Context: an optimization exercise on an open-source flow, tuned for a short achievable clock period and few clock cycles per item. The choices shown serve that exercise and are no tape-out recipe.
The RTL was checked by simulation tests, not by an equivalence proof against the original design.
No driver is modelled on the clock port, so clocking that relies on it looks cheaper here than on a real chip.
No activity file was given, so power comes from the tool's default toggle rates.

File: flow/flow/run.sh
#!/bin/bash
# Layout flow: the standard ORFS flow (standard.sh), unchanged synthesis,
# with two changes to how the layout is made:
#  - the ports are buffered with sky130_fd_sc_hd__buf_8 instead of the default pick;
#  - timing repair (repair_timing after CTS and after global routing) asks for
#    SETUP_SLACK_MARGIN ns of setup slack, so that it works on paths well inside
#    the 14 ns clock. The clock, the SDC and every constraint stay the design's.
# Each step's full output goes to a log file in the folder this runs in; ORFS's
# own per-step logs are under orfs/logs/.
set -euo pipefail
bash standard.sh synth > synth.log 2>&1
bash standard.sh SETUP_SLACK_MARGIN=10 "BUFFER_PORTS_ARGS=-buffer_cell sky130_fd_sc_hd__buf_8" finish > layout.log 2>&1
File: flow/standard.sh
#!/bin/bash
# synth_recipe.tcl (not shown) runs the flow's synth.tcl, then flattens the netlist and writes it again
# the make line also repeats each setting of config.mk as NAME=value (left out here)
make -C /OpenROAD-flow-scripts/flow DESIGN_CONFIG=/design/flow/config.mk WORK_HOME=/design/flow/orfs CLKGATE_MAP_FILE= SYNTH_SCRIPT=/design/flow/synth_recipe.tcl "${@:-finish}"
File: flow/config.mk
export PLATFORM = sky130hd
export DESIGN_NAME = risc_v
export DESIGN_NICKNAME = risc_v
export VERILOG_FILES = /design/flow/design.v
export SDC_FILE = /design/flow/constraint.sdc
export NUM_CORES = 8
export LEC_CHECK = 0
export CAP_MARGIN = 20
export CORE_MARGIN = 2
export CORE_UTILIZATION = 55
export SLEW_MARGIN = 20
export SYNTH_HIERARCHICAL = 1
export SYNTH_MINIMUM_KEEP_SIZE = 0
File: flow/constraint.sdc
create_clock -name core_clock -period 14.0 [get_ports {CLK}]
set_input_delay 2.8000 -clock core_clock [delete_from_list [all_inputs] [get_ports {CLK}]]
set_output_delay 2.8000 -clock core_clock [all_outputs]
set_load 0.01 [all_outputs]
File: flow/design.v
module risc_v
(
 input   wire                        CLK,
 input   wire                        RST,
 output  wire     [31:0]             PC,
 input   wire     [31:0]             Instr,
 output  wire                        MemWrite,
 output  wire     [31:0]             DataAdr,
 output  wire     [31:0]             WriteData,
 input   wire     [31:0]             ReadData
);
  reg         rst_q;              
  reg  [31:0] pc_f;
  reg  [31:0] pc_o;               
  reg         v_d;
  reg  [31:0] pc_d;
  reg  [31:0] ir_d;
  reg  [31:0] erv1_d, erv2_d;     
  reg  [31:0] immop_d;            
  reg         lw_d, sw_d, r_d, jal_d, brd_d, wr_d, use1_d, use2_d;
  reg         fe1_d, fe2_d, fm1_d, fm2_d, fw1_d, fw2_d, fx1_d, fx2_d;
  reg  [31:0] hold1_d, hold2_d;   
  reg         stq;                
  reg         vm_d, vw_d, vx_d, vr1_d, vr2_d;
  reg  [12:0] pr_d;
  reg         sub_d, ssum_d, slt_d, sor_d, sand_d;
  reg  [31:0] p4_d;               
  reg         pt_d;               
  reg  [63:0] bht;                
  reg  [31:0] a_e, b_e, bb_e;
  reg         we_e, lw_e, sw_e, br_e;
  reg         pt_e;
  reg         upd_e, out_e;       
  reg         stall;              
  reg         xm_e, xl_e, ym_e, ymn_e, yl_e, bm_e, bl_e, am_e;
  reg         ci_e, si_e, sltn_e;
  reg  [31:0] rtgt_e;             
  reg  [5:0]  idx_e;
  reg         ssum_e, slt_e, sor_e, sand_e;
  reg  [4:0]  rd_e;
  reg  [31:0] res_m, wd_m;
  reg  [31:0] res_mn;             
  reg  [31:0] res_o;              
  reg         we_m, lw_m, sw_m;
  reg  [4:0]  rd_m;
  reg  [31:0] val_w;
  reg         we_w;
  reg  [4:0]  rd_w;
  reg  [31:0] val_x;
  reg         we_x;
  reg  [4:0]  rd_x;
  reg  [31:0] rfv;
  wire [1023:0] rf;               
  wire [6:0] op_f   = Instr[6:0];
  wire [2:0] f3_f   = Instr[14:12];
  wire [4:0] rs1_f  = Instr[19:15];
  wire [4:0] rs2_f  = Instr[24:20];
  wire lw_f   = (op_f == 7'b0000011);
  wire sw_f   = (op_f == 7'b0100011);
  wire r_f    = (op_f == 7'b0110011);
  wire i_f    = (op_f == 7'b0010011);
  wire br_f   = (op_f == 7'b1100011);
  wire jal_f  = (op_f == 7'b1101111);
  wire same_f = (rs1_f == rs2_f);
  wire alu_f  = r_f | i_f;
  wire brd_f  = br_f & ~same_f;
  wire beqs_f = br_f & same_f;
  wire use1_f = lw_f | sw_f | alu_f | brd_f;
  wire use2_f = sw_f | r_f | brd_f;
  wire wr_f   = lw_f | alu_f | jal_f;
  wire sub_f  = alu_f & ((f3_f == 3'b000) ? (r_f & Instr[30]) : (f3_f == 3'b010));
  wire ssum_f = ~alu_f | (f3_f == 3'b000);
  wire slt_f  = alu_f & (f3_f == 3'b010);
  wire sor_f  = alu_f & (f3_f == 3'b110);
  wire sand_f = alu_f & (f3_f != 3'b000) & (f3_f != 3'b010) & (f3_f != 3'b110);
  wire [31:0] immI_f  = {{20{Instr[31]}}, Instr[31:20]};
  wire [31:0] immS_f  = {{20{Instr[31]}}, Instr[31:25], Instr[11:7]};
  wire [31:0] immop_f = jal_f ? 32'd4 : sw_f ? immS_f : immI_f;
  wire [20:0] immJ_f = {Instr[31], Instr[19:12], Instr[20], Instr[30:21], 1'b0};
  wire [20:0] immB_f = {{9{Instr[31]}}, Instr[7], Instr[30:25], Instr[11:8], 1'b0};
  wire [10:0] hip_f, him_f;
  wire [21:0] loJ_f, loB_f;
  wire [31:0] p4_f;
  incdec11 u_hif (.a(pc_f[31:21]), .p(hip_f), .m(him_f));
  ksadd #(.N(21), .L(5)) u_tj (.a(pc_f[20:0]), .b(immJ_f), .ci(1'b0), .si(1'b0), .s(loJ_f));
  ksadd #(.N(21), .L(5)) u_tb (.a(pc_f[20:0]), .b(immB_f), .ci(1'b0), .si(1'b0), .s(loB_f));
  inc4     u_p4  (.a(pc_f), .s(p4_f));
  wire [4:0] rd_d  = ir_d[11:7];
  wire [4:0] rs1_d = ir_d[19:15];
  wire [4:0] rs2_d = ir_d[24:20];
  wire [31:0] immB_d = {{20{ir_d[31]}}, ir_d[7], ir_d[30:25], ir_d[11:8], 1'b0};
  wire [31:0] tgt_d;
  add32 u_tgtd (.a(pc_d), .b(immB_d), .s(tgt_d));
  wire [31:0] wv_m  = lw_m ? ReadData : res_m;
  wire [31:0] base1_d = stq ? hold1_d : erv1_d;
  wire [31:0] base2_d = stq ? hold2_d : erv2_d;
  wire [31:0] rf1_d = fm1_d ? wv_m : fw1_d ? val_w : fx1_d ? val_x : base1_d;
  wire [31:0] rf2_d = fm2_d ? wv_m : fw2_d ? val_w : fx2_d ? val_x : base2_d;
  wire ma_d   = use1_d & ~lw_e & fe1_d;
  wire la_d   = use1_d & lw_e  & fe1_d;
  wire mb_d   = use2_d & ~lw_e & fe2_d;
  wire lb_d   = use2_d & lw_e  & fe2_d;
  wire mbY_d  = mb_d & r_d;                   
  wire lbY_d  = lb_d & r_d;
  wire inva_d = sub_d & lbY_d & ~la_d;        
  wire zero_d = sub_d & lbY_d & la_d;         
  wire invb_d = sub_d & ~lbY_d;               
  wire [31:0] Xe_e, Ye_e, Xf_e, Yf_e;
  omux2 u_xe (.s0(xm_e), .a0(res_m), .b(a_e), .y(Xe_e));
  omux u_ye (.s1(ymn_e), .a1(res_mn), .s0(ym_e), .a0(res_m), .b(bb_e), .y(Ye_e));
  omux2 u_xf (.s0(xm_e), .a0(res_m), .b(a_e), .y(Xf_e));
  omux u_yf (.s1(ymn_e), .a1(res_mn), .s0(ym_e), .a0(res_m), .b(bb_e), .y(Yf_e));
  wire [31:0] X_e, xa_e, xb_e;
  nandv u_xa (.a(ReadData), .b({32{xl_e}}), .y(xa_e));
  nandv u_xb (.a(Xe_e), .b({32{~xl_e}}), .y(xb_e));
  nandv u_xc (.a(xa_e), .b(xb_e), .y(X_e));
  wire [31:0] Y_e, ya_e, yb_e;
  nandv u_ya (.a(ReadData), .b({32{yl_e}}), .y(ya_e));
  nandv u_yb (.a(Ye_e), .b({32{~yl_e}}), .y(yb_e));
  nandv u_yc (.a(ya_e), .b(yb_e), .y(Y_e));
  wire [31:0] Bq_e = bm_e ? res_m : b_e;
  wire [31:0] Bv_e = bl_e ? ReadData : Bq_e;
  wire [31:0] Aq_e = am_e ? res_m : a_e;
  wire [32:0] sum_e;
  wire [31:0] po_e;
  wire [32:0] co_e;
  add32c u_adde (.a(X_e), .b(Y_e), .ci(ci_e), .si(si_e), .s(sum_e), .po(po_e), .co(co_e));
  wire [31:0] res_e, resn_e, reso_e;
  resmux #(.INV(0)) u_res  (.ssum(ssum_e), .sor(sor_e), .sand(sand_e), .slt(slt_e), .sltn(sltn_e),
                            .po(po_e), .c(co_e), .a(X_e), .b(Y_e), .r(res_e));
  resmux #(.INV(1)) u_resn (.ssum(ssum_e), .sor(sor_e), .sand(sand_e), .slt(slt_e), .sltn(sltn_e),
                            .po(po_e), .c(co_e), .a(X_e), .b(Y_e), .r(resn_e));
  resmux #(.INV(0)) u_reso (.ssum(ssum_e), .sor(sor_e), .sand(sand_e), .slt(slt_e), .sltn(sltn_e),
                            .po(po_e), .c(co_e), .a(X_e), .b(Y_e), .r(reso_e));
  wire eq_ab, eq_mb, eq_am;
  eq32 u_qab (.a(a_e),   .b(b_e),   .eq(eq_ab));
  eq32 u_qmb (.a(res_m), .b(b_e),   .eq(eq_mb));
  eq32 u_qam (.a(a_e),   .b(res_m), .eq(eq_am));
  wire eq_e    = am_e ? (bm_e | eq_mb) : (bm_e ? eq_am : eq_ab);
  wire taken_e = br_e & (eq_e ^ pt_e);    
  wire        e1_d   = fe1_d;
  wire        e2_d   = fe2_d;
  wire        efast  = ~lw_e & ~xl_e & ~yl_e & (ssum_e | sor_e | sand_e);
  wire        ok1_d  = e1_d ? efast : ~(fm1_d & lw_m);
  wire        ok2_d  = e2_d ? efast : ~(fm2_d & lw_m);
  wire        dres_d = ok1_d & ok2_d & ~stq;
  wire        ee_d   = e1_d | e2_d;                
  wire [31:0] vE_d   = ({32{vm_d}} & res_m) | ({32{vw_d}} & val_w) | ({32{vx_d}} & val_x) |
                       ({32{vr1_d}} & erv1_d) | ({32{vr2_d}} & erv2_d);
  wire [12:0] peq_d;
  eq32 u_e0  (.a(res_m),  .b(val_w),  .eq(peq_d[0]));     
  eq32 u_e1  (.a(res_m),  .b(val_x),  .eq(peq_d[1]));     
  eq32 u_e2  (.a(res_m),  .b(erv2_d), .eq(peq_d[2]));     
  eq32 u_e3  (.a(val_w),  .b(res_m),  .eq(peq_d[3]));     
  eq32 u_e4  (.a(val_w),  .b(val_x),  .eq(peq_d[4]));     
  eq32 u_e5  (.a(val_w),  .b(erv2_d), .eq(peq_d[5]));     
  eq32 u_e6  (.a(val_x),  .b(res_m),  .eq(peq_d[6]));     
  eq32 u_e7  (.a(val_x),  .b(val_w),  .eq(peq_d[7]));     
  eq32 u_e8  (.a(val_x),  .b(erv2_d), .eq(peq_d[8]));     
  eq32 u_e9  (.a(erv1_d), .b(res_m),  .eq(peq_d[9]));     
  eq32 u_e10 (.a(erv1_d), .b(val_w),  .eq(peq_d[10]));    
  eq32 u_e11 (.a(erv1_d), .b(val_x),  .eq(peq_d[11]));    
  eq32 u_e12 (.a(erv1_d), .b(erv2_d), .eq(peq_d[12]));    
  wire        eqR_d  = |(pr_d & peq_d);
  wire        eqE_d;
  fasteq u_feq (.x(Xf_e), .y(Yf_e), .ci(ci_e), .ssum(ssum_e), .sor(sor_e), .sand(sand_e),
                .v(vE_d), .eq(eqE_d));
  wire        eq_d   = ee_d ? eqE_d : eqR_d;
  wire [31:0] rtgt_d = pt_d ? p4_d : tgt_d;
  wire go_d    = v_d & ~taken_e & ~stall;
  wire mie_d   = go_d & brd_d & dres_d & ~pt_d;            
  wire min_d   = go_d & brd_d & dres_d & pt_d;             
  wire misR_d  = eqR_d ? mie_d : min_d;
  wire mieX_d  = ee_d ? mie_d : misR_d;
  wire minX_d  = ee_d ? min_d : misR_d;
  wire mis_d   = eqE_d ? mieX_d : minX_d;
  wire stall_n = rst_q & go_d & lw_d & brd_f & ((rs1_f == rd_d) | (rs2_f == rd_d));
  wire [4:0] rs1_n = stall ? rs1_d : rs1_f;
  wire [4:0] rs2_n = stall ? rs2_d : rs2_f;
  wire fe1_n = go_d & wr_d & (rd_d == rs1_f);
  wire fe2_n = go_d & wr_d & (rd_d == rs2_f);
  wire fm1_n = we_e & (rd_e == rs1_n);
  wire fm2_n = we_e & (rd_e == rs2_n);
  wire fw1_n = ~stall & we_m & (rd_m == rs1_n);
  wire fw2_n = ~stall & we_m & (rd_m == rs2_n);
  wire fx1_n = ~stall & we_w & (rd_w == rs1_n);
  wire fx2_n = ~stall & we_w & (rd_w == rs2_n);
  wire s1m_n = fm1_n;
  wire s1w_n = ~fm1_n & fw1_n;
  wire s1x_n = ~fm1_n & ~fw1_n & fx1_n;
  wire s1r_n = ~fm1_n & ~fw1_n & ~fx1_n;
  wire s2m_n = fm2_n;
  wire s2w_n = ~fm2_n & fw2_n;
  wire s2x_n = ~fm2_n & ~fw2_n & fx2_n;
  wire s2r_n = ~fm2_n & ~fw2_n & ~fx2_n;
  wire [12:0] pr_n = {s1r_n & s2r_n, s1r_n & s2x_n, s1r_n & s2w_n, s1r_n & s2m_n,
                      s1x_n & s2r_n, s1x_n & s2w_n, s1x_n & s2m_n,
                      s1w_n & s2r_n, s1w_n & s2x_n, s1w_n & s2m_n,
                      s1m_n & s2r_n, s1m_n & s2x_n, s1m_n & s2w_n};
  wire om_n = fe1_n ? fm2_n : fm1_n;
  wire ow_n = fe1_n ? fw2_n : fw1_n;
  wire ox_n = fe1_n ? fx2_n : fx1_n;
  wire vm_n  = om_n;
  wire vw_n  = ~om_n & ow_n;
  wire vx_n  = ~om_n & ~ow_n & ox_n;
  wire vr_n  = ~om_n & ~ow_n & ~ox_n;
  wire [31:0] rr1_n, rr2_n;
  rfport u_rr1 (.rs(rs1_f), .rfv(rfv), .rf(rf), .y(rr1_n));
  rfport u_rr2 (.rs(rs2_f), .rfv(rfv), .rf(rf), .y(rr2_n));
  assign PC = pc_o;
  wire        pred_f  = bht[pc_f[7:2]];
  wire [31:0] early_f = ~rst_q ? 32'b0 : stall ? pc_f : p4_f;
  wire        mieF_d  = taken_e | mieX_d;
  wire        minF_d  = taken_e | minX_d;
  wire [31:0] rtF_d   = taken_e ? rtgt_e : rtgt_d;
  wire        ok_f    = rst_q & ~stall;
  wire        selj_f, selb_f;
  fdec u_fdec (.op(op_f), .rs1(rs1_f), .rs2(rs2_f), .ok(ok_f), .pred(pred_f),
               .selj(selj_f), .selb(selb_f));
  wire [31:0] next_f, nexto_f;
  wire        eqE1_d, eqE2_d;
  fasteq u_feq1 (.x(Xf_e), .y(Yf_e), .ci(ci_e), .ssum(ssum_e), .sor(sor_e), .sand(sand_e),
                 .v(vE_d), .eq(eqE1_d));
  fasteq u_feq2 (.x(Xf_e), .y(Yf_e), .ci(ci_e), .ssum(ssum_e), .sor(sor_e), .sand(sand_e),
                 .v(vE_d), .eq(eqE2_d));
  fsel u_fsel (.loJ(loJ_f[20:0]), .loB(loB_f[20:0]), .cJ(loJ_f[21]), .cB(loB_f[21]), .s(Instr[31]),
               .selj0(selj_f), .selb0(selb_f), .eq(eqE1_d), .mie(mieF_d), .min(minF_d), .rt(rtF_d),
               .hi0(pc_f[31:21]), .hip(hip_f), .him(him_f), .early0(early_f), .nxt(next_f));
  fsel u_fselo (.loJ(loJ_f[20:0]), .loB(loB_f[20:0]), .cJ(loJ_f[21]), .cB(loB_f[21]), .s(Instr[31]),
                .selj0(selj_f), .selb0(selb_f), .eq(eqE2_d), .mie(mieF_d), .min(minF_d), .rt(rtF_d),
                .hi0(pc_f[31:21]), .hip(hip_f), .him(him_f), .early0(early_f), .nxt(nexto_f));
  always @(posedge CLK or negedge RST) begin
    if (!RST) begin
      rst_q <= 1'b0;
      stall <= 1'b0;
      v_d   <= 1'b0;
    end else begin
      rst_q <= 1'b1;
      stall <= stall_n;
      if (!rst_q || taken_e || mis_d) v_d <= 1'b0;
      else if (!stall)       v_d <= 1'b1;
    end
  end
  always @(posedge CLK) begin
    fe1_d <= fe1_n;
    fe2_d <= fe2_n;
    fm1_d <= fm1_n;
    fm2_d <= fm2_n;
    fw1_d <= fw1_n;
    fw2_d <= fw2_n;
    fx1_d <= fx1_n;
    fx2_d <= fx2_n;
    hold1_d <= rf1_d;
    hold2_d <= rf2_d;
    stq   <= stall;
    erv1_d  <= rr1_n;
    erv2_d  <= rr2_n;
    pr_d  <= pr_n;
    vm_d  <= vm_n;
    vw_d  <= vw_n;
    vx_d  <= vx_n;
    vr1_d <= vr_n & ~fe1_n;
    vr2_d <= vr_n & fe1_n;
    pc_f <= next_f;
    pc_o <= nexto_f;
    if (!stall) begin
      pc_d    <= pc_f;
      p4_d    <= p4_f;
      pt_d    <= brd_f & pred_f;
      ir_d    <= Instr;
      immop_d <= immop_f;
      lw_d    <= lw_f;
      sw_d    <= sw_f;
      r_d     <= r_f;
      jal_d   <= jal_f;
      brd_d   <= brd_f;
      wr_d    <= wr_f;
      use1_d  <= use1_f;
      use2_d  <= use2_f;
      sub_d   <= sub_f;
      ssum_d  <= ssum_f;
      slt_d   <= slt_f;
      sor_d   <= sor_f;
      sand_d  <= sand_f;
    end
  end
  always @(posedge CLK or negedge RST) begin
    if (!RST) begin
      we_e <= 1'b0; lw_e <= 1'b0; sw_e <= 1'b0; br_e <= 1'b0; upd_e <= 1'b0;
    end else begin
      we_e  <= go_d & wr_d;
      lw_e  <= go_d & lw_d;
      sw_e  <= go_d & sw_d;
      br_e  <= go_d & brd_d & ~dres_d;
      upd_e <= go_d & brd_d & dres_d;
    end
  end
  always @(posedge CLK) begin
    a_e    <= jal_d ? pc_d : (rf1_d ^ {32{inva_d}});
    b_e    <= rf2_d;
    bb_e   <= (r_d ? rf2_d : immop_d) ^ {32{invb_d}};
    rtgt_e <= rtgt_d;
    out_e  <= eq_d;
    xm_e   <= ma_d;               
    xl_e   <= la_d;
    ym_e   <= mbY_d & ~invb_d;
    ymn_e  <= mbY_d & invb_d;
    yl_e   <= lbY_d;
    bm_e   <= mb_d;
    bl_e   <= lb_d;
    am_e   <= ma_d;
    ci_e   <= invb_d;
    si_e   <= inva_d;
    sltn_e <= ~inva_d;
    pt_e   <= pt_d;
    idx_e  <= pc_d[7:2];
    rd_e   <= rd_d;
    ssum_e <= ssum_d & ~zero_d;
    slt_e  <= slt_d & ~zero_d;
    sor_e  <= sor_d;
    sand_e <= sand_d;
  end
  always @(posedge CLK or negedge RST) begin
    if (!RST) begin
      we_m <= 1'b0; lw_m <= 1'b0;
    end else begin
      we_m  <= we_e;
      lw_m  <= lw_e;
    end
  end
  always @(posedge CLK) begin
    sw_m <= sw_e & rst_q;
  end
  always @(posedge CLK) begin
    res_m <= res_e;
    res_mn <= resn_e;
    res_o <= reso_e;
    wd_m  <= Bv_e;
    rd_m  <= rd_e;
  end
  assign MemWrite  = sw_m;
  assign DataAdr   = res_o;
  assign WriteData = wd_m;
  always @(posedge CLK or negedge RST) begin
    if (!RST) begin
      we_w <= 1'b0; we_x <= 1'b0;
    end else begin
      we_w <= we_m;
      we_x <= we_w;
    end
  end
  always @(posedge CLK) begin
    val_x <= val_w;
    rd_x  <= rd_w;
  end
  always @(posedge CLK) begin
    val_w <= wv_m;
    rd_w  <= rd_m;
  end
  genvar gi;
  generate
    for (gi = 0; gi < 32; gi = gi + 1) begin : x
      reg [31:0] q;
      always @(posedge CLK) begin
        if (we_w && rd_w == gi) q <= val_w;
      end
      assign rf[32*gi +: 32] = q;
    end
  endgenerate
  always @(posedge CLK or negedge RST) begin
    if (!RST)      bht <= 64'b0;
    else if (br_e) bht[idx_e] <= eq_e;
    else if (upd_e) bht[idx_e] <= out_e;
  end
  always @(posedge CLK or negedge RST) begin
    if (!RST)      rfv <= 32'b0;
    else if (we_w) rfv[rd_w] <= 1'b1;
  end
endmodule
module ksadd #(parameter N = 32, parameter L = 5)
(
  input  wire [N-1:0] a,
  input  wire [N-1:0] b,
  input  wire         ci,
  input  wire         si,             
  output wire [N:0]   s,
  output wire [N-1:0] po,             
  output wire [N:0]   co              
);
  wire [N-1:0] p, gn, tn;
  xorv #(.N(N)) ux (.a(a), .b(b), .y(p));
  gtn  #(.N(N)) ug (.a(a), .b(b), .gn(gn), .tn(tn));
  wire [N*(L+1)-1:0] G, T;
  assign G[N-1:0] = gn;
  assign T[N-1:0] = tn;
  genvar l, i;
  generate
    for (l = 0; l < L; l = l + 1) begin : lev
      for (i = 0; i < N; i = i + 1) begin : bit_
        if (i >= (1 << l)) begin : pr
          if (l % 2 == 0) begin : o_
            pg_oai c (.gn(G[l*N+i]), .pn(T[l*N+i]), .gjn(G[l*N+i-(1<<l)]), .pjn(T[l*N+i-(1<<l)]),
                      .g(G[(l+1)*N+i]), .p(T[(l+1)*N+i]));
          end else begin : a_
            pg_aoi c (.g(G[l*N+i]), .p(T[l*N+i]), .gj(G[l*N+i-(1<<l)]), .pj(T[l*N+i-(1<<l)]),
                      .gn(G[(l+1)*N+i]), .pn(T[(l+1)*N+i]));
          end
        end else begin : pa
          pg_inv c (.g(G[l*N+i]), .p(T[l*N+i]), .gn(G[(l+1)*N+i]), .pn(T[(l+1)*N+i]));
        end
      end
    end
  endgenerate
  wire [N-1:0] GL = (L % 2 == 1) ? G[L*N+N-1:L*N] : ~G[L*N+N-1:L*N];
  wire [N-1:0] TL = (L % 2 == 1) ? T[L*N+N-1:L*N] : ~T[L*N+N-1:L*N];
  wire [N:0]   c  = {GL | (TL & {N{ci}}), ci};
  assign po = p ^ {N{si}};
  assign co = c;
  assign s  = {c[N], po ^ c[N-1:0]};
endmodule
module xorv #(parameter N = 32) (input wire [N-1:0] a, input wire [N-1:0] b, output wire [N-1:0] y);
  assign y = a ^ b;
endmodule
module gtn #(parameter N = 32) (input wire [N-1:0] a, input wire [N-1:0] b,
                                output wire [N-1:0] gn, output wire [N-1:0] tn);
  assign gn = ~(a & b);
  assign tn = ~(a | b);
endmodule
module nandv #(parameter N = 32) (input wire [N-1:0] a, input wire [N-1:0] b, output wire [N-1:0] y);
  assign y = ~(a & b);
endmodule
module pg_aoi (input wire g, input wire p, input wire gj, input wire pj,
               output wire gn, output wire pn);
  assign gn = ~(g | (p & gj));
  assign pn = ~(p & pj);
endmodule
module pg_oai (input wire gn, input wire pn, input wire gjn, input wire pjn,
               output wire g, output wire p);
  assign g = ~(gn & (pn | gjn));
  assign p = ~(pn | pjn);
endmodule
module pg_inv (input wire g, input wire p, output wire gn, output wire pn);
  assign gn = ~g;
  assign pn = ~p;
endmodule
module add32c (input wire [31:0] a, input wire [31:0] b, input wire ci, input wire si,
               output wire [32:0] s, output wire [31:0] po, output wire [32:0] co);
  ksadd #(.N(32), .L(5)) u (.a(a), .b(b), .ci(ci), .si(si), .s(s), .po(po), .co(co));
endmodule
module add32 (input wire [31:0] a, input wire [31:0] b, output wire [31:0] s);
  wire [32:0] t;
  ksadd #(.N(32), .L(5)) u (.a(a), .b(b), .ci(1'b0), .si(1'b0), .s(t));
  assign s = t[31:0];
endmodule
module fasteq
(
  input  wire [31:0] x,
  input  wire [31:0] y,
  input  wire        ci,
  input  wire        ssum,
  input  wire        sor,
  input  wire        sand,
  input  wire [31:0] v,
  output wire        eq
);
  wire [31:0] p, g, o, gn, tn;
  xorv u_p (.a(x), .b(y), .y(p));
  gtn  u_g (.a(x), .b(y), .gn(gn), .tn(tn));
  assign g = ~gn;
  assign o = ~tn;
  wire [31:0] z   = p ^ v;                                    
  wire [31:0] k   = {g[30:0] | (p[30:0] & ~v[30:0]), ci};     
  wire [31:0] b   = ({32{ssum}} & (z ~^ k)) | ({32{sor}} & (o ~^ v)) | ({32{sand}} & (g ~^ v));
  and32 u_and (.a(b), .y(eq));
endmodule
module and32 (input wire [31:0] a, output wire y);
  wire [15:0] n1;
  wire [7:0]  n2;
  wire [3:0]  n3;
  wire [1:0]  n4;
  genvar i;
  generate
    for (i = 0; i < 16; i = i + 1) begin : l1
      nand2m c (.a(a[2*i+1:2*i]), .y(n1[i]));
    end
    for (i = 0; i < 8; i = i + 1) begin : l2
      nor2m c (.a(n1[2*i+1:2*i]), .y(n2[i]));
    end
    for (i = 0; i < 4; i = i + 1) begin : l3
      nand2m c (.a(n2[2*i+1:2*i]), .y(n3[i]));
    end
    for (i = 0; i < 2; i = i + 1) begin : l4
      nor2m c (.a(n3[2*i+1:2*i]), .y(n4[i]));
    end
  endgenerate
  and2m c5 (.a(n4), .y(y));
endmodule
module nand2m (input wire [1:0] a, output wire y);
  assign y = ~&a;
endmodule
module nor2m (input wire [1:0] a, output wire y);
  assign y = ~|a;
endmodule
module and2m (input wire [1:0] a, output wire y);
  assign y = &a;
endmodule
module resmux #(parameter INV = 0)
(
  input  wire        ssum,
  input  wire        sor,
  input  wire        sand,
  input  wire        slt,
  input  wire        sltn,
  input  wire [31:0] po,
  input  wire [32:0] c,
  input  wire [31:0] a,
  input  wire [31:0] b,
  output wire [31:0] r
);
  wire [31:0] rest = ({32{sor}} & (a | b)) | ({32{sand}} & (a & b));
  wire [31:0] d1, d0, sel;
  assign d1[31:1]  = ssum ? ~po[31:1] : rest[31:1];
  assign d0[31:1]  = ssum ?  po[31:1] : rest[31:1];
  assign sel[31:1] = c[31:1];
  wire   r0 = rest[0] | (ssum & (po[0] ^ c[0]));
  assign d1[0]  = r0 | (slt & ~sltn);
  assign d0[0]  = r0 | (slt & sltn);
  assign sel[0] = c[32];
  genvar i;
  generate
    for (i = 0; i < 32; i = i + 1) begin : b_
      mux1 m (.s(sel[i]), .a(INV ? ~d1[i] : d1[i]), .b(INV ? ~d0[i] : d0[i]), .y(r[i]));
    end
  endgenerate
endmodule
module inc4 (input wire [31:0] a, output wire [31:0] s);
  assign s = a + 32'd4;
endmodule
module eq32 (input wire [31:0] a, input wire [31:0] b, output wire eq);
  wire [31:0] x;
  xnorv u_x (.a(a), .b(b), .y(x));
  and32 u_a (.a(x), .y(eq));
endmodule
module xnorv (input wire [31:0] a, input wire [31:0] b, output wire [31:0] y);
  assign y = a ~^ b;
endmodule
module rfport (input wire [4:0] rs, input wire [31:0] rfv, input wire [1023:0] rf,
               output wire [31:0] y);
  wire vn;
  rfvld u_v (.rs(rs), .rfv(rfv), .vn(vn));
  genvar q;
  generate
    for (q = 0; q < 4; q = q + 1) begin : sl
      wire [31:0] sel;
      dec5 u_d (.a(rs), .y(sel));
      rfread #(.OFF(8*q)) u_r (.sel(sel), .rf(rf), .vn(vn), .y(y[8*q +: 8]));
    end
  endgenerate
endmodule
module rfvld (input wire [4:0] rs, input wire [31:0] rfv, output wire vn);
  assign vn = ~rfv[rs];
endmodule
module dec5 (input wire [4:0] a, output wire [31:0] y);
  assign y = 32'b1 << a;
endmodule
module rfread #(parameter OFF = 0)
(
  input  wire [31:0]   sel,
  input  wire [1023:0] rf,
  input  wire          vn,
  output wire [7:0]    y
);
  wire [8*16-1:0] t1;
  wire [8*8-1:0]  t2;
  wire [8*4-1:0]  t3;
  wire [8*2-1:0]  t4;
  wire [7:0]      t5;
  genvar j;
  generate
    for (j = 0; j < 16; j = j + 1) begin : l1
      aoi22w c (.s0(sel[2*j]), .a0(rf[32*(2*j)+OFF +: 8]), .s1(sel[2*j+1]), .a1(rf[32*(2*j+1)+OFF +: 8]),
                .y(t1[8*j +: 8]));
    end
    for (j = 0; j < 8; j = j + 1) begin : l2
      nandv #(.N(8)) c (.a(t1[8*(2*j) +: 8]), .b(t1[8*(2*j+1) +: 8]), .y(t2[8*j +: 8]));
    end
    for (j = 0; j < 4; j = j + 1) begin : l3
      norv #(.N(8)) c (.a(t2[8*(2*j) +: 8]), .b(t2[8*(2*j+1) +: 8]), .y(t3[8*j +: 8]));
    end
    for (j = 0; j < 2; j = j + 1) begin : l4
      nandv #(.N(8)) c (.a(t3[8*(2*j) +: 8]), .b(t3[8*(2*j+1) +: 8]), .y(t4[8*j +: 8]));
    end
  endgenerate
  norv #(.N(8)) c5 (.a(t4[7:0]), .b(t4[15:8]), .y(t5));
  norv #(.N(8)) c6 (.a(t5), .b({8{vn}}), .y(y));
endmodule
module aoi22w (input wire s0, input wire [7:0] a0, input wire s1, input wire [7:0] a1,
               output wire [7:0] y);
  assign y = ~(({8{s0}} & a0) | ({8{s1}} & a1));
endmodule
module norv #(parameter N = 32) (input wire [N-1:0] a, input wire [N-1:0] b, output wire [N-1:0] y);
  assign y = ~(a | b);
endmodule
module fdec
(
  input  wire [6:0] op,
  input  wire [4:0] rs1,
  input  wire [4:0] rs2,
  input  wire       ok,
  input  wire       pred,
  output wire       selj,
  output wire       selb
);
  wire cn, jn, bz, jb, bb, sm;
  nand4s u_c (.a(op[6]), .b(op[5]), .c(op[1]), .d(op[0]), .y(cn));
  nand2s u_j (.a(op[3]), .b(op[2]), .y(jn));
  nor3s  u_b (.a(op[4]), .b(op[3]), .c(op[2]), .y(bz));
  eq5    u_s (.a(rs1), .b(rs2), .eq(sm));
  assign selj = ok & ~cn & ~jn & ~op[4];
  assign selb = ok & ~cn & bz & (sm | pred);
endmodule
module nand4s (input wire a, input wire b, input wire c, input wire d, output wire y);
  assign y = ~(a & b & c & d);
endmodule
module nand2s (input wire a, input wire b, output wire y);
  assign y = ~(a & b);
endmodule
module nor3s (input wire a, input wire b, input wire c, output wire y);
  assign y = ~(a | b | c);
endmodule
module eq5 (input wire [4:0] a, input wire [4:0] b, output wire eq);
  assign eq = &(a ~^ b);
endmodule
module fsello #(parameter W = 11)
(
  input  wire         mis,
  input  wire         selj0,
  input  wire         selb0,
  input  wire [W-1:0] loJ,
  input  wire [W-1:0] loB,
  input  wire [W-1:0] rt,
  input  wire [W-1:0] early0,
  output wire [W-1:0] y
);
  wire         selj  = selj0 & ~mis;
  wire         selb  = selb0 & ~mis;
  wire         ne    = ~selj & ~selb;
  wire [W-1:0] early = mis ? rt : early0;
  assign y = ({W{selj}} & loJ) | ({W{selb}} & loB) | ({W{ne}} & early);
endmodule
module omux (input wire s1, input wire [31:0] a1, input wire s0, input wire [31:0] a0,
             input wire [31:0] b, output wire [31:0] y);
  assign y = s1 ? a1 : s0 ? a0 : b;
endmodule
module omux2 (input wire s0, input wire [31:0] a0, input wire [31:0] b, output wire [31:0] y);
  assign y = s0 ? a0 : b;
endmodule
module mux1 (input wire s, input wire a, input wire b, output wire y);
  assign y = s ? a : b;
endmodule
module incdec11 (input wire [10:0] a, output wire [10:0] p, output wire [10:0] m);
  assign p = a + 11'd1;
  assign m = a - 11'd1;
endmodule
module fsel
(
  input  wire [20:0] loJ,
  input  wire [20:0] loB,
  input  wire        cJ,
  input  wire        cB,
  input  wire        s,
  input  wire        selj0,
  input  wire        selb0,
  input  wire        eq,
  input  wire        mie,
  input  wire        min,
  input  wire [31:0] rt,
  input  wire [10:0] hi0,
  input  wire [10:0] hip,
  input  wire [10:0] him,
  input  wire [31:0] early0,
  output wire [31:0] nxt
);
  wire        misa, misb, mish;
  mux1 u_ma (.s(eq), .a(mie), .b(min), .y(misa));
  mux1 u_mb (.s(eq), .a(mie), .b(min), .y(misb));
  mux1 u_mh (.s(eq), .a(mie), .b(min), .y(mish));
  wire [10:0] lo_a, lo_b;
  fsello #(.W(11)) u_la (.mis(misa), .selj0(selj0), .selb0(selb0), .loJ(loJ[10:0]), .loB(loB[10:0]),
                         .rt(rt[10:0]), .early0(early0[10:0]), .y(lo_a));
  fsello #(.W(10)) u_lb (.mis(misb), .selj0(selj0), .selb0(selb0), .loJ(loJ[20:11]), .loB(loB[20:11]),
                         .rt(rt[20:11]), .early0(early0[20:11]), .y(lo_b));
  wire        seljh = selj0 & ~mish;
  wire        selbh = selb0 & ~mish;
  wire        neh   = ~seljh & ~selbh;
  wire [10:0] earlyh = mish ? rt[31:21] : early0[31:21];
  wire [10:0] x1   = s ? hi0 : hip;
  wire [10:0] x0   = s ? him : hi0;
  wire [10:0] h0   = neh ? earlyh : x0;
  wire        cany = (seljh & cJ) | (selbh & cB);
  assign nxt[20:0]  = {lo_b, lo_a};
  assign nxt[31:21] = cany ? x1 : h0;
endmodule
==> metrics.cfg, run 1 <==
[sta]
setup_viol = 0
skew_ps = 63.54
fmax_ghz = 0.2372
tightest_slew_ps = 1138
hold_viol_final = 0
fin_crit_sh_pct = 30.11
finalSetupTns_ps = 0
timing.final.crit_period_ps = 4216
slew_headroom_pct = 23.32
fin_hold_ws_ps = 340.3
slew_viol_final = 0
rsz0062_at_grt = true

[final_layout]
layout_commonest_cell = nand2_1
post-route-util_pct = 63.95
layout_common_cells = nand2_1 (1788), edfxtp_1 (1136), nor2_1 (927)
nFillCells = 17360
nets = 12000
drive_gt1_share_pct = 33.77
area_growth_pct = 15.78
stdcell_count = 14870
top_regs = x.q: 1024 flops, bht: 64 flops
top_register = x.q
largest_reg_flops = 1024

[clock_tree]
cts-buffers-inserted = 200
cts_buffer_depth = 3
htree_levels = 4
clock-root-buffer = clkbuf_16
cts_tree = done
clk_latency_ps = 880
clkSinkCount = 1788
path_clk_slew_ps = 60

[pwr]
leakage_nw = 54.11
powerDensity_nw_per_um2 = 113.3
ir_drop_mv = 0.1378
fin_total_pwr_mw = 15.71

[synth]
yosys_warnings = 8
synth_area_per_cell_um2 = 10.29
syn_inst = 11650
synth_area_um2 = 119800

[global_route]
grt_max_degree = 198
grt_pass1_wl_mm = 601.9
grt_overflow = 0
antenna_found_initial = 14
grt_pass1_vias = 89600
track_usage_pct = 36.27

[critical_path]
cp.buffers_inverters = 1
critPathMaxFanout = 1
crit_family = flip-flops
rrSetupSlack_ps = 9860
required_ps = 11200
cp-end-kind = output pin
worstPathArrival_ps = 1420
worst_path_max_delay_cell = dfxtp_4
crit_chain = buf_8
start_kind = flip-flop
worstSetupPathType = flip-flop to output pin
cp_slowest_stage_delay_ps = 430

[floorplan]
core_um2 = 217000
num_rows = 171
fp.dieW_um = 470.8
die_h_um = 470.8
dieArea_um2 = 221600
ios = 163
start_util_pct = 55.23

[run_status]
status = complete, no violations

[placement]
portBuffers = 162
detailed_place_hpwl_mm = 284.4
place_inst = 14150
place.gp.congestion = 0.9376

[routing]
drt_iter0_drc = 10410
drc = 0
first_pass_iters = 9
vias = 93490
wl_per_cell_um = 28.84
ant_nets = 0
routed_wl_mm = 428.7
avgViaCountPerCell = 6.289

[worst_hold_path]
min_path_type = flip-flop to flip-flop

[flow_run]
drv_cap = 0

## final cells by class
type | instances | area, um^2 | area share (%)
inverter | 464 | 1745 | 1.258
antenna | 8 | 20.02 | 0.01443
timing repair buffer | 581 | 7497 | 5.404
tap | 2854 | 3571 | 2.574
clock inverter | 119 | 1495 | 1.078
clock buffer | 259 | 5599 | 4.036
sequential | 1788 | 48240 | 34.77
multi-input combinational | 8793 | 70570 | 50.87
## worst reg2reg max path: stages (launching register included)
cell	delay, ps
dfxtp_4	480
buf_12	150
buf_16	140
buf_12	120
mux2_4	330
buf_6	130
buf_6	120
nor2_4	90
xor2_1	190
a22oi_1	110
o21ai_1	140
nand2_1	100
nor2_2	150
nand2_2	80
nor2_4	220
and2_4	320
buf_4	170
mux2_4	360
or4b_1	530
o211ai_1	90
## worst paths after layout
path	start	to	cells past startpoint
worst max-delay path	wd_m[7]	WriteData[7]	1
max in group asynchronous	RST	stall	1
worst min-delay path	sor_d	sor_e	0
worst max register to register	am_e	pc_o[3]	19
min in group asynchronous	RST	rst_q	1
worst min register to register	sor_d	sor_e	0
## per-stage QoR
| stage | instance area, um^2 | worst slack, ps |
|---|---|---|
| after detailed placement | 123800 | 7836 |
| after CTS | 134800 | 9778 |
| after global placement | 123800 | 7868 |
| final | 138700 | 9784 |
| after floorplan | 121700 | 9548 |
| after global routing | 138700 | 9762 |
## per-layer routing
metal  share of wire (%)  global-route usage (%)  vias to the layer above
met5               0.062                  0.2596                        -
met4                 5.1                   15.35                        4
met3                 8.9                   6.006                      808
met2                  44                   55.90                     4507
met1                  41                   50.49                    46550
li1                    -                       -                    41630
## power breakdown
group	leakage (nW)	switching (mW)	internal (mW)	total (mW)
Combinational	34.1	1.97	1.50	3.47
Sequential	16.6	0.569	5.99	6.56
Clock	3.40	2.37	3.31	5.68
Total	54.1	4.91	10.8	15.7
## timing repair
action / 4_1_cts / 5_1_grt
setup endpoints to repair: 290 / 281
hold buffers: 0 / 0
setup buffers: 88 / 199
resized for setup: 799 / 351
gates cloned: 18 / 21
pin swaps: 19 / 117
Testbench counts, summed over its fixed seeds: cycles 72,408, instructions 70,638.
==> inputs of run 2 (changes only) <==
--- a/flow/design.v
+++ b/flow/design.v
@@ -37,2 +37,4 @@
   reg  [31:0] rtgt_e;             
+  reg         tk_q;               
+  reg  [31:0] rt_q;               
   reg  [5:0]  idx_e;
@@ -84,4 +86,4 @@
   incdec11 u_hif (.a(pc_f[31:21]), .p(hip_f), .m(him_f));
-  ksadd #(.N(21), .L(5)) u_tj (.a(pc_f[20:0]), .b(immJ_f), .ci(1'b0), .si(1'b0), .s(loJ_f));
-  ksadd #(.N(21), .L(5)) u_tb (.a(pc_f[20:0]), .b(immB_f), .ci(1'b0), .si(1'b0), .s(loB_f));
+  ksadd #(.N(21), .L(5), .CI(0)) u_tj (.a(pc_f[20:0]), .b(immJ_f), .ci(1'b0), .si(1'b0), .s(loJ_f));
+  ksadd #(.N(21), .L(5), .CI(0)) u_tb (.a(pc_f[20:0]), .b(immB_f), .ci(1'b0), .si(1'b0), .s(loB_f));
   inc4     u_p4  (.a(pc_f), .s(p4_f));
@@ -139,3 +141,3 @@
   wire eq_e    = am_e ? (bm_e | eq_mb) : (bm_e ? eq_am : eq_ab);
-  wire taken_e = br_e & (eq_e ^ pt_e);    
+  wire taken_e = br_e & ~tk_q & (eq_e ^ pt_e);    
   wire        e1_d   = fe1_d;
@@ -147,4 +149,9 @@
   wire        ee_d   = e1_d | e2_d;                
-  wire [31:0] vE_d   = ({32{vm_d}} & res_m) | ({32{vw_d}} & val_w) | ({32{vx_d}} & val_x) |
-                       ({32{vr1_d}} & erv1_d) | ({32{vr2_d}} & erv2_d);
+  wire [31:0] vE_d, vE1_d, vE2_d;
+  vsel u_v0 (.vm(vm_d), .vw(vw_d), .vx(vx_d), .vr1(vr1_d), .vr2(vr2_d), .m(res_m), .w(val_w),
+             .x(val_x), .r1(erv1_d), .r2(erv2_d), .y(vE_d));
+  vsel u_v1 (.vm(vm_d), .vw(vw_d), .vx(vx_d), .vr1(vr1_d), .vr2(vr2_d), .m(res_m), .w(val_w),
+             .x(val_x), .r1(erv1_d), .r2(erv2_d), .y(vE1_d));
+  vsel u_v2 (.vm(vm_d), .vw(vw_d), .vx(vx_d), .vr1(vr1_d), .vr2(vr2_d), .m(res_m), .w(val_w),
+             .x(val_x), .r1(erv1_d), .r2(erv2_d), .y(vE2_d));
   wire [12:0] peq_d;
@@ -169,3 +176,3 @@
   wire [31:0] rtgt_d = pt_d ? p4_d : tgt_d;
-  wire go_d    = v_d & ~taken_e & ~stall;
+  wire go_d    = v_d & ~tk_q & ~stall;
   wire mie_d   = go_d & brd_d & dres_d & ~pt_d;            
@@ -212,9 +219,11 @@
   wire [31:0] early_f = ~rst_q ? 32'b0 : stall ? pc_f : p4_f;
-  wire        mieF_d  = taken_e | mieX_d;
-  wire        minF_d  = taken_e | minX_d;
-  wire [31:0] rtF_d   = taken_e ? rtgt_e : rtgt_d;
+  wire        mieF_d  = tk_q | mieX_d;
+  wire        minF_d  = tk_q | minX_d;
+  wire [31:0] rtF_d   = tk_q ? rt_q : rtgt_d;
   wire        ok_f    = rst_q & ~stall;
-  wire        selj_f, selb_f;
+  wire        selj_f, selb_f, seljo_f, selbo_f;
   fdec u_fdec (.op(op_f), .rs1(rs1_f), .rs2(rs2_f), .ok(ok_f), .pred(pred_f),
                .selj(selj_f), .selb(selb_f));
+  fdec u_fdeco (.op(op_f), .rs1(rs1_f), .rs2(rs2_f), .ok(ok_f), .pred(pred_f),
+                .selj(seljo_f), .selb(selbo_f));
   wire [31:0] next_f, nexto_f;
@@ -222,5 +231,5 @@
   fasteq u_feq1 (.x(Xf_e), .y(Yf_e), .ci(ci_e), .ssum(ssum_e), .sor(sor_e), .sand(sand_e),
-                 .v(vE_d), .eq(eqE1_d));
+                 .v(vE1_d), .eq(eqE1_d));
   fasteq u_feq2 (.x(Xf_e), .y(Yf_e), .ci(ci_e), .ssum(ssum_e), .sor(sor_e), .sand(sand_e),
-                 .v(vE_d), .eq(eqE2_d));
+                 .v(vE2_d), .eq(eqE2_d));
   fsel u_fsel (.loJ(loJ_f[20:0]), .loB(loB_f[20:0]), .cJ(loJ_f[21]), .cB(loB_f[21]), .s(Instr[31]),
@@ -229,3 +238,3 @@
   fsel u_fselo (.loJ(loJ_f[20:0]), .loB(loB_f[20:0]), .cJ(loJ_f[21]), .cB(loB_f[21]), .s(Instr[31]),
-                .selj0(selj_f), .selb0(selb_f), .eq(eqE2_d), .mie(mieF_d), .min(minF_d), .rt(rtF_d),
+                .selj0(seljo_f), .selb0(selbo_f), .eq(eqE2_d), .mie(mieF_d), .min(minF_d), .rt(rtF_d),
                 .hi0(pc_f[31:21]), .hip(hip_f), .him(him_f), .early0(early_f), .nxt(nexto_f));
@@ -239,3 +248,3 @@
       stall <= stall_n;
-      if (!rst_q || taken_e || mis_d) v_d <= 1'b0;
+      if (!rst_q || tk_q || mis_d) v_d <= 1'b0;
       else if (!stall)       v_d <= 1'b1;
@@ -288,3 +297,3 @@
     if (!RST) begin
-      we_e <= 1'b0; lw_e <= 1'b0; sw_e <= 1'b0; br_e <= 1'b0; upd_e <= 1'b0;
+      we_e <= 1'b0; lw_e <= 1'b0; sw_e <= 1'b0; br_e <= 1'b0; upd_e <= 1'b0; tk_q <= 1'b0;
     end else begin
@@ -295,2 +304,3 @@
       upd_e <= go_d & brd_d & dres_d;
+      tk_q  <= taken_e;
     end
@@ -302,2 +312,3 @@
     rtgt_e <= rtgt_d;
+    rt_q   <= rtgt_e;
     out_e  <= eq_d;
@@ -326,4 +337,4 @@
     end else begin
-      we_m  <= we_e;
-      lw_m  <= lw_e;
+      we_m  <= we_e & ~tk_q;         
+      lw_m  <= lw_e & ~tk_q;         
     end
@@ -331,3 +342,3 @@
   always @(posedge CLK) begin
-    sw_m <= sw_e & rst_q;
+    sw_m <= sw_e & rst_q & ~tk_q;
   end
@@ -371,4 +382,4 @@
     if (!RST)      bht <= 64'b0;
-    else if (br_e) bht[idx_e] <= eq_e;
-    else if (upd_e) bht[idx_e] <= out_e;
+    else if (br_e & ~tk_q) bht[idx_e] <= eq_e;
+    else if (upd_e & ~tk_q) bht[idx_e] <= out_e;
   end
@@ -379,3 +390,3 @@
 endmodule
-module ksadd #(parameter N = 32, parameter L = 5)
+module ksadd #(parameter N = 32, parameter L = 5, parameter CI = 1)
 (
@@ -415,4 +426,4 @@
   wire [N-1:0] TL = (L % 2 == 1) ? T[L*N+N-1:L*N] : ~T[L*N+N-1:L*N];
-  wire [N:0]   c  = {GL | (TL & {N{ci}}), ci};
-  assign po = p ^ {N{si}};
+  wire [N:0]   c  = CI ? {GL | (TL & {N{ci}}), ci} : {GL, 1'b0};
+  assign po = CI ? p ^ {N{si}} : p;
   assign co = c;
@@ -451,3 +462,3 @@
   wire [32:0] t;
-  ksadd #(.N(32), .L(5)) u (.a(a), .b(b), .ci(1'b0), .si(1'b0), .s(t));
+  ksadd #(.N(32), .L(5), .CI(0)) u (.a(a), .b(b), .ci(1'b0), .si(1'b0), .s(t));
   assign s = t[31:0];
@@ -648,3 +659,16 @@
   wire [W-1:0] early = mis ? rt : early0;
-  assign y = ({W{selj}} & loJ) | ({W{selb}} & loB) | ({W{ne}} & early);
+  wire [W-1:0] nj, nb, ne_;
+  nandv #(.N(W)) u_j (.a({W{selj}}), .b(loJ), .y(nj));
+  nandv #(.N(W)) u_b (.a({W{selb}}), .b(loB), .y(nb));
+  nandv #(.N(W)) u_e (.a({W{ne}}), .b(early), .y(ne_));
+  nand3v #(.N(W)) u_y (.a(nj), .b(nb), .c(ne_), .y(y));
+endmodule
+module nand3v #(parameter N = 32) (input wire [N-1:0] a, input wire [N-1:0] b, input wire [N-1:0] c,
+                                   output wire [N-1:0] y);
+  assign y = ~(a & b & c);
+endmodule
+module vsel (input wire vm, input wire vw, input wire vx, input wire vr1, input wire vr2,
+             input wire [31:0] m, input wire [31:0] w, input wire [31:0] x,
+             input wire [31:0] r1, input wire [31:0] r2, output wire [31:0] y);
+  assign y = ({32{vm}} & m) | ({32{vw}} & w) | ({32{vx}} & x) | ({32{vr1}} & r1) | ({32{vr2}} & r2);
 endmodule
--- a/flow/config.mk
+++ b/flow/config.mk
@@ -10,2 +10,4 @@
 export CORE_UTILIZATION = 55
+export CTS_CLUSTER_DIAMETER = 100
+export CTS_CLUSTER_SIZE = 22
 export SLEW_MARGIN = 20
==> metrics.cfg, run 2 <==
[final_layout]
layout_common_cells = nand2_1 (1922), edfxtp_1 (1136), a22oi_2 (900)
top_register = x.q
layout_commonest_cell = nand2_1
largest_reg_flops = 1024  ; unchanged
nFillCells = 17810  ; +2.6%
stdcell_count = 14560  ; -2.1%
area_growth_pct = 11.45
top_regs = x.q: 1024 flops, bht: 64 flops
drive_gt1_share_pct = 30.61  ; -3.2 points
nets = 11770  ; -1.9%

[clock_tree]
cts_buffer_depth = 3  ; unchanged
clkSinkCount = 1821  ; +1.8%
path_clk_slew_ps = 100  ; +40 ps
htree_levels = 3  ; -1
cts_tree = done
cts-buffers-inserted = 102  ; -49%
clk_latency_ps = 820  ; -60 ps
clock-root-buffer = clkbuf_16

[global_route]
antenna_found_initial = 17  ; +3
grt_overflow = 0  ; unchanged
grt_max_degree = 109  ; -45%
grt_pass1_wl_mm = 586.4  ; -2.6%
grt_pass1_vias = 88330  ; -1.4%
track_usage_pct = 34.93  ; -1.3 points

[sta]
skew_ps = 65.72  ; +2.182 ps
tightest_slew_ps = 1189  ; +50.72 ps
timing.final.crit_period_ps = 4087  ; -128.8 ps
rsz0062_at_grt = true
fin_crit_sh_pct = 29.19  ; -0.92 points
finalSetupTns_ps = 0  ; unchanged
setup_viol = 0  ; unchanged
fmax_ghz = 0.2447  ; +3.2%
setup_ws_ps = 9913  ; +128.8 ps
slew_headroom_pct = 20.74  ; -2.6 points
hold_viol_final = 0  ; unchanged
slew_viol_final = 0  ; unchanged

[floorplan]
start_util_pct = 55.29  ; about the same
ios = 163  ; unchanged
die_h_um = 471.0  ; about the same
fp.dieW_um = 471.0  ; about the same
core_um2 = 217000  ; unchanged
num_rows = 171  ; unchanged
dieArea_um2 = 221800  ; about the same

[placement]
place_inst = 14150  ; -0.021%
place.gp.congestion = 0.9413  ; +0.39%
portBuffers = 162  ; unchanged
detailed_place_hpwl_mm = 281.0  ; -1.2%
pre_cts_ws_ps = 8348  ; +511.6 ps

[critical_path]
crit_chain = buf_8
crit_family = flip-flops
cp.buffers_inverters = 1  ; unchanged
worstSetupPathType = flip-flop to output pin
cp-end-kind = output pin
worst_path_max_delay_cell = dfxtp_2
cp_slowest_stage_delay_ps = 380  ; -50 ps
worstPathArrival_ps = 1290  ; -130 ps
start_kind = flip-flop
critPathMaxFanout = 1  ; unchanged
required_ps = 11200  ; about the same

[synth]
synth_area_per_cell_um2 = 10.31  ; +0.25%
syn_inst = 11630  ; -0.15%
synth_area_um2 = 119900  ; about the same
yosys_warnings = 8  ; unchanged

[run_status]
status = complete, no violations

[pwr]
fin_total_pwr_mw = 13.39  ; -15%
powerDensity_nw_per_um2 = 100.1  ; -12%
swShare_pct = 33.12  ; +1.8 points
pwr-share-seq_pct = 49.3  ; +7.5 points
comb_power_share_pct = 24.8  ; +2.7 points
power.share.clock_pct = 25.8  ; -10 points
ir_drop_mv = 0.1114  ; -19%
power.internal_mw = 8.953  ; -17%
leakage_nw = 50.99  ; -5.8%
power_switching_mw = 4.434  ; -9.8%

[routing]
vias = 93360  ; -0.14%
routed_wl_mm = 420.9  ; -1.8%
ant_nets = 0  ; unchanged
wl_per_cell_um = 28.91  ; +0.23%
drt_iter0_drc = 11000  ; +5.7%
drc = 0  ; unchanged
avgViaCountPerCell = 6.412  ; +2.0%
first_pass_iters = 11  ; +2

[flow_run]
drv_cap = 0  ; unchanged

[worst_hold_path]
min_path_type = flip-flop to flip-flop

## run 2: worst paths after layout
| check | startpoint | end | slack, ps | depth (start not counted) |
|---|---|---|---|---|
| setup / recovery | pc_o[9] | PC[9] | 9910 | 1 |
| hold / removal | rtgt_e[17] | rt_q[17] | 330 | 0 |
| setup reg to reg | erv1_d[18] | pc_o[23] | 9990 | 16 |
| hold reg to reg | rtgt_e[17] | rt_q[17] | 330 | 0 |
| max in group asynchronous | RST | stall | 11190 | 1 |
| min in group asynchronous | RST | bht[16] | 2010 | 1 |
## run 2: final cells by class
class                      count  area (um^2)  share of cell area, %
tap                         2854         3571                  2.671
timing repair buffer         481         6515                  4.874
sequential                  1821        48810                  36.52
inverter                     388         1464                  1.095
clock buffer                 167         2839                  2.124
clock inverter                27        454.2                 0.3398
antenna                       18        45.04                0.03370
multi-input combinational   8803        69970                  52.34
## run 2: power groups by stage
stage          logic, mW  clock network [mW]  registers (mW)
6_report            3.33                3.46            6.60
5_1_grt             3.55                3.68            6.62
4_1_cts             3.03                3.51            6.61
3_5_place_dp        2.91                   0            6.74
3_3_place_gp        2.85                   0            6.73
2_1_floorplan       1.96                   0            6.61
## run 2: metal layers
metal | track usage (%) | up-vias | part of all wire (%)
li1 | - | 41380 | -
met1 | 49.97 | 46380 | 42
met2 | 53.33 | 4720 | 44
met3 | 4.878 | 878 | 9.2
met4 | 13.86 | 2 | 5.0
met5 | 0 | - | 0.0019
## run 2: repair_timing
item / in CTS / in global routing
buffers inserted: 55 / 102
endpoints found under the setup margin: 284 / 279
gates resized for setup: 713 / 356
hold buffers: 0 / 0
gates cloned: 10 / 28
pin swaps: 13 / 52
## run 2: stage by stage
step / util (%) / hold WS, ps / cell area [um^2]
after global routing: 61.59 / 335.9 / 133600
after global placement: 57.20 / 311.9 / 124100
after floorplan: - / 309.6 / 121700
after detailed placement: 57.22 / 312.1 / 124100
after CTS: 60.18 / 333.0 / 130600
final: 61.61 / 325.7 / 133700
Testbench counts of run 2, summed over its fixed seeds: cycles 72,425, instructions 70,638.
==> inputs of run 3 (changes only) <==
==> flow/flow/run.sh (replaced) <==
#!/bin/bash
# Layout flow: the standard ORFS flow (standard.sh), unchanged synthesis,
# with three changes to how the layout is made:
#  - the ports are buffered with sky130_fd_sc_hd__buf_8 instead of the default pick;
#  - timing repair (repair_timing after CTS and after global routing) asks for
#    SETUP_SLACK_MARGIN ns of setup slack, so that it works on paths well inside
#    the 14 ns clock. The clock, the SDC and every constraint stay the design's;
#  - after CTS, flow/post_cts.tcl upsizes the cells of the register file read
#    ports (see that file).
# Each step's full output goes to a log file in the folder this runs in; ORFS's
# own per-step logs are under orfs/logs/.
set -euo pipefail
bash standard.sh synth > synth.log 2>&1
bash standard.sh SETUP_SLACK_MARGIN=10 "BUFFER_PORTS_ARGS=-buffer_cell sky130_fd_sc_hd__buf_8" \
  "POST_CTS_TCL=$(pwd)/flow/post_cts.tcl" finish > layout.log 2>&1
==> flow/flow/post_cts.tcl (new file) <==
# After CTS (and its timing repair): upsize the cells of the register file read
# ports in F (the drivers of the nets u_rr*.sl*.sel* and u_rr*.sl*.u_r.t*, and
# the gates feeding the select drivers). Their routed wires come out longer
# than the estimates that repair works from. Then legalize the placement.
proc my_upsize {inst} {
  set m [[$inst getMaster] getName]
  if {![regexp {^(sky130_fd_sc_hd__[a-z0-9]+)_([0-9]+)$} $m -> base sz]} { return 0 }
  if {$sz >= 4} { return 0 }
  foreach t {4 2} {
    if {$t > $sz && [llength [get_lib_cells -quiet */${base}_$t]] > 0} {
      replace_cell [get_cells [$inst getName]] ${base}_$t
      return 1
    }
  }
  return 0
}
set my_n 0
set my_done [dict create]
foreach net [[ord::get_db_block] getNets] {
  set nm [$net getName]
  if {![string match {u_rr*.sl*} $nm]} { continue }
  foreach it [$net getITerms] {
    if {![$it isOutputSignal]} { continue }
    set inst [$it getInst]
    if {[dict exists $my_done [$inst getName]]} { continue }
    dict set my_done [$inst getName] 1
    incr my_n [my_upsize $inst]
    if {[string match {*.sel*} $nm]} {
      # the predecode gates that feed the select driver
      foreach in [$inst getITerms] {
        if {![$in isInputSignal]} { continue }
        set n2 [$in getNet]
        if {$n2 == "NULL"} { continue }
        foreach it2 [$n2 getITerms] {
          if {![$it2 isOutputSignal]} { continue }
          set i2 [$it2 getInst]
          if {[dict exists $my_done [$i2 getName]]} { continue }
          dict set my_done [$i2 getName] 1
          incr my_n [my_upsize $i2]
        }
      }
    }
  }
}
puts "post_cts: upsized $my_n cells of the register file read ports"
detailed_placement
check_placement -verbose
==> metrics.cfg, run 3 <==
[routing]
drc = 0  ; unchanged
ant_nets = 0  ; unchanged
drt_iter0_drc = 11270  ; +2.5%
avgViaCountPerCell = 6.528  ; +1.8%
wl_per_cell_um = 30.40  ; +5.2%
vias = 95080  ; +1.8%
routed_wl_mm = 442.7  ; +5.2%
first_pass_iters = 13  ; +2

[clock_tree]
cts_tree = done
clkSinkCount = 1821  ; unchanged
clk_latency_ps = 830  ; about the same
path_clk_slew_ps = 100  ; about the same

[worst_hold_path]
min_delay_path_depth = 0  ; unchanged
min_from = rtgt_e[17]
min_path_type = flip-flop to flip-flop
hold_end = rt_q[17]

[sta]
skew_ps = 73.39  ; +7.666 ps
slew_viol_final = 0  ; unchanged
timing.final.crit_period_ps = 4087  ; -0.4100 ps
slew_headroom_pct = 21.24  ; +0.50 points
fin_crit_sh_pct = 29.19  ; about the same
tightest_slew_ps = 1181  ; -7.509 ps
finalSetupTns_ps = 0  ; unchanged
hold_viol_final = 0  ; unchanged
setup_viol = 0  ; unchanged
rsz0062_at_grt = true
fmax_ghz = 0.2447  ; about the same

[global_route]
antenna_found_initial = 16  ; -1
grt_pass1_vias = 91590  ; +3.7%
grt_pass1_wl_mm = 616.5  ; +5.1%
grt_max_degree = 109  ; unchanged
grt_overflow = 0  ; unchanged
track_usage_pct = 36.74  ; +1.8 points

[floorplan]
fp.dieW_um = 471.0  ; unchanged
ios = 163  ; unchanged
dieArea_um2 = 221800  ; unchanged
num_rows = 171  ; unchanged
die_h_um = 471.0  ; unchanged
start_util_pct = 55.29  ; unchanged
core_um2 = 217000  ; unchanged

[synth]
yosys_warnings = 8  ; unchanged
synth_area_per_cell_um2 = 10.31  ; unchanged
synth_area_um2 = 119900  ; unchanged
syn_inst = 11630  ; unchanged

[placement]
place.gp.congestion = 0.9413  ; unchanged
portBuffers = 162  ; unchanged
detailed_place_hpwl_mm = 281.0  ; unchanged

[critical_path]
reg2reg_to = pc_o[23]
cp.buffers_inverters = 1  ; unchanged
start_kind = flip-flop
crit_chain = buf_8
cp_slowest_stage_delay_ps = 380  ; about the same
critPathMaxFanout = 1  ; unchanged
rr_startpoint = val_w[28]
worst_path_max_delay_cell = dfxtp_2
worstPathArrival_ps = 1290  ; about the same
crit_family = flip-flops
worstSetupPathType = flip-flop to output pin
rrSetupSlack_ps = 10020  ; +30 ps
cp-end-kind = output pin
required_ps = 11200  ; about the same
rr_worst_depth = 17  ; +1

[flow_run]
drv_cap = 0  ; unchanged

[final_layout]
area_growth_pct = 24.99
layout_commonest_cell = nand2_1
post-route-util_pct = 69.10  ; +7.5 points
top_regs = x.q: 1024 flops, bht: 64 flops
nets = 11790  ; +0.15%
drive_gt1_share_pct = 39.44  ; +8.8 points
layout_common_cells = nand2_1 (1282), edfxtp_1 (1136), a22oi_4 (1024)
top_register = x.q
largest_reg_flops = 1024  ; unchanged

[pwr]
pwr-share-seq_pct = 48.2  ; -1.1 points
powerDensity_nw_per_um2 = 91.47  ; -8.7%
leakage_nw = 67.05  ; +31%
power_switching_mw = 4.624  ; +4.3%
power.internal_mw = 9.089  ; +1.5%
swShare_pct = 33.72  ; +0.60 points
ir_drop_mv = 0.1155  ; +3.6%
power.share.clock_pct = 25.4  ; -0.4 points
comb_power_share_pct = 26.4  ; +1.6 points

[run_status]
status = complete, no violations

[run 3: how the worst max path moves through the flow]
stage	start	endpoint	slack [ps]	cells past startpoint
6_report	pc_o[5]	PC[5]	9910	1
5_1_grt	pc_o[9]	PC[9]	9870	1
3_5_place_dp	Instr[15]	erv1_d[19]	8350	8
3_3_place_gp	Instr[31]	pc_f[29]	8180	10
2_1_floorplan	Instr[21]	erv2_d[0]	9570	8
[run 3: power by group through the flow]
| stage | registers (mW) | logic [mW] | clock network, mW |
|---|---|---|---|
| floorplan | 6.61 | 1.96 | 0 |
| global route | 6.62 | 3.84 | 3.68 |
| finish | 6.61 | 3.62 | 3.48 |
| global placement | 6.73 | 2.85 | 0 |
| detailed placement | 6.74 | 2.91 | 0 |
[run 3: layout make-up]
type                       count  area [um^2]
clock inverter                27        454.2
clock buffer                 167         2839
antenna                        6        15.01
inverter                     388         1464
multi-input combinational   8803        85930
timing repair buffer         499         6829
sequential                  1821        48820
tap                         2854         3571
fill                       15350        67040
[run 3: routing by layer]
layer	global-route usage (%)	up-vias	routed length [um]
met5	0	-	104
met4	15.24	10	24540
met3	5.017	990	37780
met2	56.99	4754	196900
met1	51.61	47810	183400
li1	-	41520	-
[run 3: metrics by stage]
step / total power [mW] / instances / hold slack, ps / instance area, um^2 / setup WS (ps)
floorplan: 8.569 / 11630 / 309.6 / 121700 / 9569
finish: 13.71 / 14570 / 324.6 / 149900 / 9913
global placement: 9.582 / 14150 / 311.9 / 124100 / 8179
detailed placement: 9.657 / 14150 / 312.1 / 124100 / 8348
global route: 14.14 / 14560 / 335.9 / 149900 / 9872

-- separate check: timing with driven ports --
Ports are ideal in the flow. The routed layouts listed here were re-timed in OpenROAD. Step 1 assumes that a clkbuf_16 drives the clock port and a buf_2 every other input. Step 2, shift: input delay + t, output delay - t, t = (earliest + latest rising clock arrival at the registers) / 2. This alone moves slack from input paths to output paths. Slacks: no drivers / after step 1 / after step 2; pairs: no drivers / after step 1.
run	t, ns	slack for setup (ns)	worst register clock-pin slew, ns	worst slew at a driven data input, ns
run 1	0.948	9.784 / 9.687 / 8.760	0.07 / 0.07	0.42
run 2	0.881	9.913 / 9.573 / 8.692	0.10 / 0.10	0.59
run 3	0.886	9.913 / 9.561 / 8.675	0.10 / 0.10	0.61
After both steps every run listed still meets setup and hold. The setup slack of run 3, which loses most, moves by -0.352 ns with the drivers and by -1.238 ns with both steps.
